This design comes from an exercise in tuning for small area and a short achievable clock period on the open sky130 flow, not from production work.
The RTL was checked by simulation tests, not by an equivalence proof against the original design.
Power figures rest on the tool's default switching activity, not on a simulated workload.

11-09:
==> flow/design.v (excerpt) <==
module conv3x3_fp32(
    input         clk,
    input         resetn,
    input         valid_in,
    input  [31:0] data,
    input  [31:0] w1, w2, w3, w4, w5, w6, w7, w8, w9,
    output        valid_out,
    output [31:0] data_out
);
clock: 8.0 ns
lec_check: 0
cap_margin: 30
core_margin: 2
core_utilization: 55
setup_slack_margin: 4.6
slew_margin: 20
run.sh (not shown) runs the stock make flow with config.mk's settings and CLKGATE_MAP_FILE= SYNTH_SCRIPT=/design/flow/synth_recipe.tcl, a recipe that flattens the netlist after the stock synthesis.
Modified inputs, 10-10 compared to 11-09
Settings: CTS_BUF_LIST now sky130_fd_sc_hd__clkbuf_4, previously not set; SETUP_SLACK_MARGIN now 4.2, was 4.6.
==> run notes <==
10-10: done, clean on timing, DRC and antenna. [10-10] number of inverters outside the clock class in the layout fell 14 relative to 11-09. Re number of antenna violations at the first check in global routing: 10-10 is about 22% up on 11-09. NOTE final cell area excluding filler cells 11-09->10-10 decreased by a few percent. Going from 11-09 to 10-10, clock group power saw a decrease, fraction of final layout cells with drive strength greater than 1 dropped 5.8 points. Sequential power share in 10-10 is 2.2 points higher than in 11-09. Compared with 11-09, 10-10 shows a maximum fanout along the worst path that is 6 higher. 11-09 → 10-10: final worst-path setup slack lower; utilization after layout now smaller.

---

## run 1
Another version of the RTL of conv3x3_fp32 (not shown whole).
Size: roughly 28000 cells after synthesis, ~360 I/O pins, about 280000 sq um of cells after synthesis.
==> flow/design.v (excerpt) <==
module conv3x3_fp32(
    input         clk,
    input         resetn,
    input         valid_in,
    input  [31:0] data,
    input  [31:0] w1, w2, w3, w4, w5, w6, w7, w8, w9,
    output        valid_out,
    output [31:0] data_out
);
clock: 8.0 ns
lec_check: 0
cap_margin: 30
core_margin: 2
core_utilization: 55
setup_slack_margin: 4.4
slew_margin: 20
tns_end_percent: 10
standard.sh (not shown) runs the stock make flow with config.mk's settings and CLKGATE_MAP_FILE= SYNTH_SCRIPT=/design/flow/synth_recipe.tcl, a recipe that flattens the netlist after the stock synthesis.
==> flow/flow/run.sh <==
#!/bin/bash
set -euo pipefail
export BUFFER_PORTS_ARGS="-buffer_cell sky130_fd_sc_hd__buf_4"
bash standard.sh > standard_flow.log 2>&1
Run 1 has completed all stages; timing, DRC and antenna checks passed.
#### Input delta (run 2 over run 1)
# run 1
export LEC_CHECK = 0
export CAP_MARGIN = 30
export CORE_MARGIN = 2
export CORE_UTILIZATION = 55
export SETUP_SLACK_MARGIN = 4.4
export SLEW_MARGIN = 20
export TNS_END_PERCENT = 10
create_clock -name core_clock -period 8.0 [get_ports {clk}]
# run 2
export LEC_CHECK = 0
export CAP_MARGIN = 30
export CORE_MARGIN = 2
export CORE_UTILIZATION = 55
export SETUP_SLACK_MARGIN = 4.8
export SLEW_MARGIN = 20
create_clock -name core_clock -period 8.0 [get_ports {clk}]
Findings:
- Run 2 finished every stage and its layout cleared the timing, DRC and antenna checks.
- Diff run 1 -> run 2: via count climbed 8201; count of endpoints failing setup in the final report barely changed; maximum fanout along the worst path climbed 6; power dissipated by switching net loads climbed 9.2%; data required time of the critical path barely changed.
- Final cell area: run 2 above run 1
- Detailed-routing wirelength on met1 came out higher on run 2 than on run 1.
For run 3, these inputs were changed with respect to run 2:
# run 2
export LEC_CHECK = 0
export CAP_MARGIN = 30
export CORE_MARGIN = 2
export CORE_UTILIZATION = 55
export SETUP_SLACK_MARGIN = 4.8
export SLEW_MARGIN = 20
create_clock -name core_clock -period 8.0 [get_ports {clk}]
# run 3
export LEC_CHECK = 0
export CAP_MARGIN = 30
export CORE_MARGIN = 2
export CORE_UTILIZATION = 55
export CTS_CLUSTER_DIAMETER = 100
export CTS_CLUSTER_SIZE = 25
export SETUP_SLACK_MARGIN = 4.4
export SLEW_MARGIN = 20
create_clock -name core_clock -period 8.0 [get_ports {clk}]
==> comparison <==
Total non-filler cell area in the finished layout (run 2 / run 3): 1.11
Re share of the final layout cell area in sequential cells: run 3 is 3.1 points up on run 2.
Against run 2 as the reference, run 3 delivers a lower fmax.
For run 3, the source of the critical timing path was w6[17], unlike run 2, where it was lb[30][4].
The portion of total power attributed to the clock network in run 3 sits 4.5 points below the value recorded for run 2.
Final RePlAce weighted congestion in run 3 is 1.4% below run 2.
Critical path depth: run 3 and run 2 compared, lower one is run 3
Looking only at shortest period the worst path allows, and setting everything else aside, the higher value of run 3 and run 2 goes to run 3.
The inputs of run 4 differ from those of run 3 as listed below.
# run 3
export LEC_CHECK = 0
export CAP_MARGIN = 30
export CORE_MARGIN = 2
export CORE_UTILIZATION = 55
export CTS_CLUSTER_DIAMETER = 100
export CTS_CLUSTER_SIZE = 25
export SETUP_SLACK_MARGIN = 4.4
export SLEW_MARGIN = 20
create_clock -name core_clock -period 8.0 [get_ports {clk}]
# run 4
export LEC_CHECK = 0
export CAP_MARGIN = 30
export CORE_MARGIN = 2
export CORE_UTILIZATION = 55
export SETUP_SLACK_MARGIN = 4.4
export SLEW_MARGIN = 20
create_clock -name core_clock -period 8.0 [get_ports {clk}]
==> run notes <==
Comparing run 3 with run 4, the DRC violations left came out essentially unchanged.
| count of non-CTS buffers in the layout | run 4 vs run 3 | 34 higher |
Cell count (higher): run 4
Wire: run 4 routes more than run 3
Compared run 4 vs run 3, and setup slack on the worst flop-to-flop path is up in run 4.

---

conv3x3_fp32 again, from the RTL that the note above started with.
==> flow/config.mk <==
export PLATFORM = sky130hd
export DESIGN_NAME = conv3x3_fp32
export DESIGN_NICKNAME = conv3x3_fp32
export VERILOG_FILES = /design/flow/design.v
export SDC_FILE = /design/flow/constraint.sdc
export NUM_CORES = 8
export LEC_CHECK = 0
export CAP_MARGIN = 30
export CORE_MARGIN = 2
export CORE_UTILIZATION = 55
export CTS_CLUSTER_DIAMETER = 80
export CTS_CLUSTER_SIZE = 35
export SETUP_SLACK_MARGIN = 4.4
export SLEW_MARGIN = 20
==> flow/constraint.sdc <==
create_clock -name core_clock -period 8.0 [get_ports {clk}]
set_input_delay 1.6000 -clock core_clock [delete_from_list [all_inputs] [get_ports {clk}]]
set_output_delay 1.6000 -clock core_clock [all_outputs]
set_load 0.01 [all_outputs]
Scripts as last shown in full above: flow/flow/run.sh
Next try:
--- a/flow/config.mk
+++ b/flow/config.mk
@@ -10,5 +10,4 @@
 export CORE_UTILIZATION = 55
-export CTS_CLUSTER_DIAMETER = 80
-export CTS_CLUSTER_SIZE = 35
-export SETUP_SLACK_MARGIN = 4.4
+export PLACE_DENSITY = 0.72
+export SETUP_SLACK_MARGIN = 4.2
 export SLEW_MARGIN = 20
Sequential share of layout area is about the same.
Non-clock buffer count came out lower by 307.
Synthesized area stays the same.
Via count came out higher by 1.4%.
Total power grows by 3.6%.
Utilization falls by 0.23 points.
Next try:
--- a/flow/config.mk
+++ b/flow/config.mk
@@ -10,4 +10,5 @@
 export CORE_UTILIZATION = 55
-export PLACE_DENSITY = 0.72
-export SETUP_SLACK_MARGIN = 4.2
+export CTS_CLUSTER_DIAMETER = 80
+export CTS_CLUSTER_SIZE = 30
+export SETUP_SLACK_MARGIN = 4.4
 export SLEW_MARGIN = 20
Effect: Non-clock buffer count is higher by 279; power is lower by a few percent; routed wire length is higher by a few percent; clock skew is higher by 0.026 ns; setup slack gets better by 0.11 ns; final area is about the same; clock-buffer cell count is lower by 290.
Next try:
--- a/flow/config.mk
+++ b/flow/config.mk
@@ -10,5 +10,3 @@
 export CORE_UTILIZATION = 55
-export CTS_CLUSTER_DIAMETER = 80
-export CTS_CLUSTER_SIZE = 30
-export SETUP_SLACK_MARGIN = 4.4
+export SETUP_SLACK_MARGIN = 4.2
 export SLEW_MARGIN = 20
=>
- The new run finished clean
- final cell count went up by 0.37%
- total power went up by 3.7%
- clock power went up by 40%
- sequential share of layout area barely changes
- via count barely changes
- hold slack loses 0.018 ns
- worst setup slack loses 0.098 ns
- global-route usage hardly moves
- non-clock buffer count went down by 286
Next try:
--- a/flow/config.mk
+++ b/flow/config.mk
@@ -7,6 +7,6 @@
 export LEC_CHECK = 0
-export CAP_MARGIN = 30
+export CAP_MARGIN = 5
 export CORE_MARGIN = 2
 export CORE_UTILIZATION = 55
-export SETUP_SLACK_MARGIN = 4.2
-export SLEW_MARGIN = 20
+export SETUP_SLACK_MARGIN = 4.4
+export SLEW_MARGIN = 5
With this change the flow finished but failed the layout checks on max-capacitance violations, max-slew violations.
Final area grows by 2.1%.
Count of clock-buffer cells in the layout is higher by 66.
Non-clock buffer count goes up by 277.
Fmax went up by 3.9%.
Worst setup slack gains 0.14 ns.
Routed wire length grows by 2.1%.
Power went up by 1.3%.
Critical path depth went up by 4.
Synthesized area is unchanged.
Clock power is about the same.

[afterwards: timing with drivers on the ports]
The results above use ideal ports. As a check the final layouts listed here were re-extracted and re-timed, cells and wires unchanged.
Step 1: set_driving_cell puts a clkbuf_16 on clk and a buf_2 on each other input, an assumption about the parent block.
Step 2 moves the port delays by t, midway between the first and last clock arrival at a register: inputs arrive t later, outputs are due t later. That takes back most of the time a late clock gives input paths.
Three values: ideal ports, drivers, drivers and shift; two values: the first two.
run | t (ns) | setup slack, ns | worst hold slack (ns) | worst data-port slew with drivers (ns) | cell pins on the clock port's net
11-09 | 1.225 | 4.259 / 4.152 / 2.926 | 0.298 / 0.298 / 0.298 | 0.31 | 1
10-10 | 1.906 | 4.016 / 3.935 / 2.029 | 0.242 / 0.150 / 0.242 | 0.31 | 1
run 1 | 1.142 | 4.262 / 4.262 / 3.237 | 0.277 / 0.277 / 0.277 | 0.26 | 1
run 2 | 1.145 | 4.390 / 4.390 / 3.263 | 0.289 / 0.289 / 0.289 | 0.29 | 1
run 3 | 1.111 | 4.371 / 4.272 / 3.161 | 0.276 / 0.276 / 0.276 | 0.30 | 1
run 4 | 1.144 | 4.409 / 4.338 / 3.194 | 0.281 / 0.281 / 0.281 | 0.28 | 1
the first run of note 3 | 1.087 | 4.399 / 4.328 / 3.240 | 0.295 / 0.295 / 0.295 | 0.29 | 1
the second run of note 3 | 1.141 | 4.276 / 4.276 / 3.307 | 0.314 / 0.314 / 0.314 | 0.29 | 1
the third run of note 3 | 1.091 | 4.386 / 4.350 / 3.258 | 0.294 / 0.294 / 0.294 | 0.28 | 1
the fourth run of note 3 | 1.157 | 4.287 / 4.287 / 3.211 | 0.276 / 0.276 / 0.276 | 0.29 | 1
the fifth run of note 3 | 1.151 | 4.425 / 4.329 / 3.178 | 0.293 / 0.293 / 0.293 | 0.30 | 1
For 10-10, which loses most, drivers alone change the setup slack by -0.081 ns; drivers and shift together by -1.987 ns.
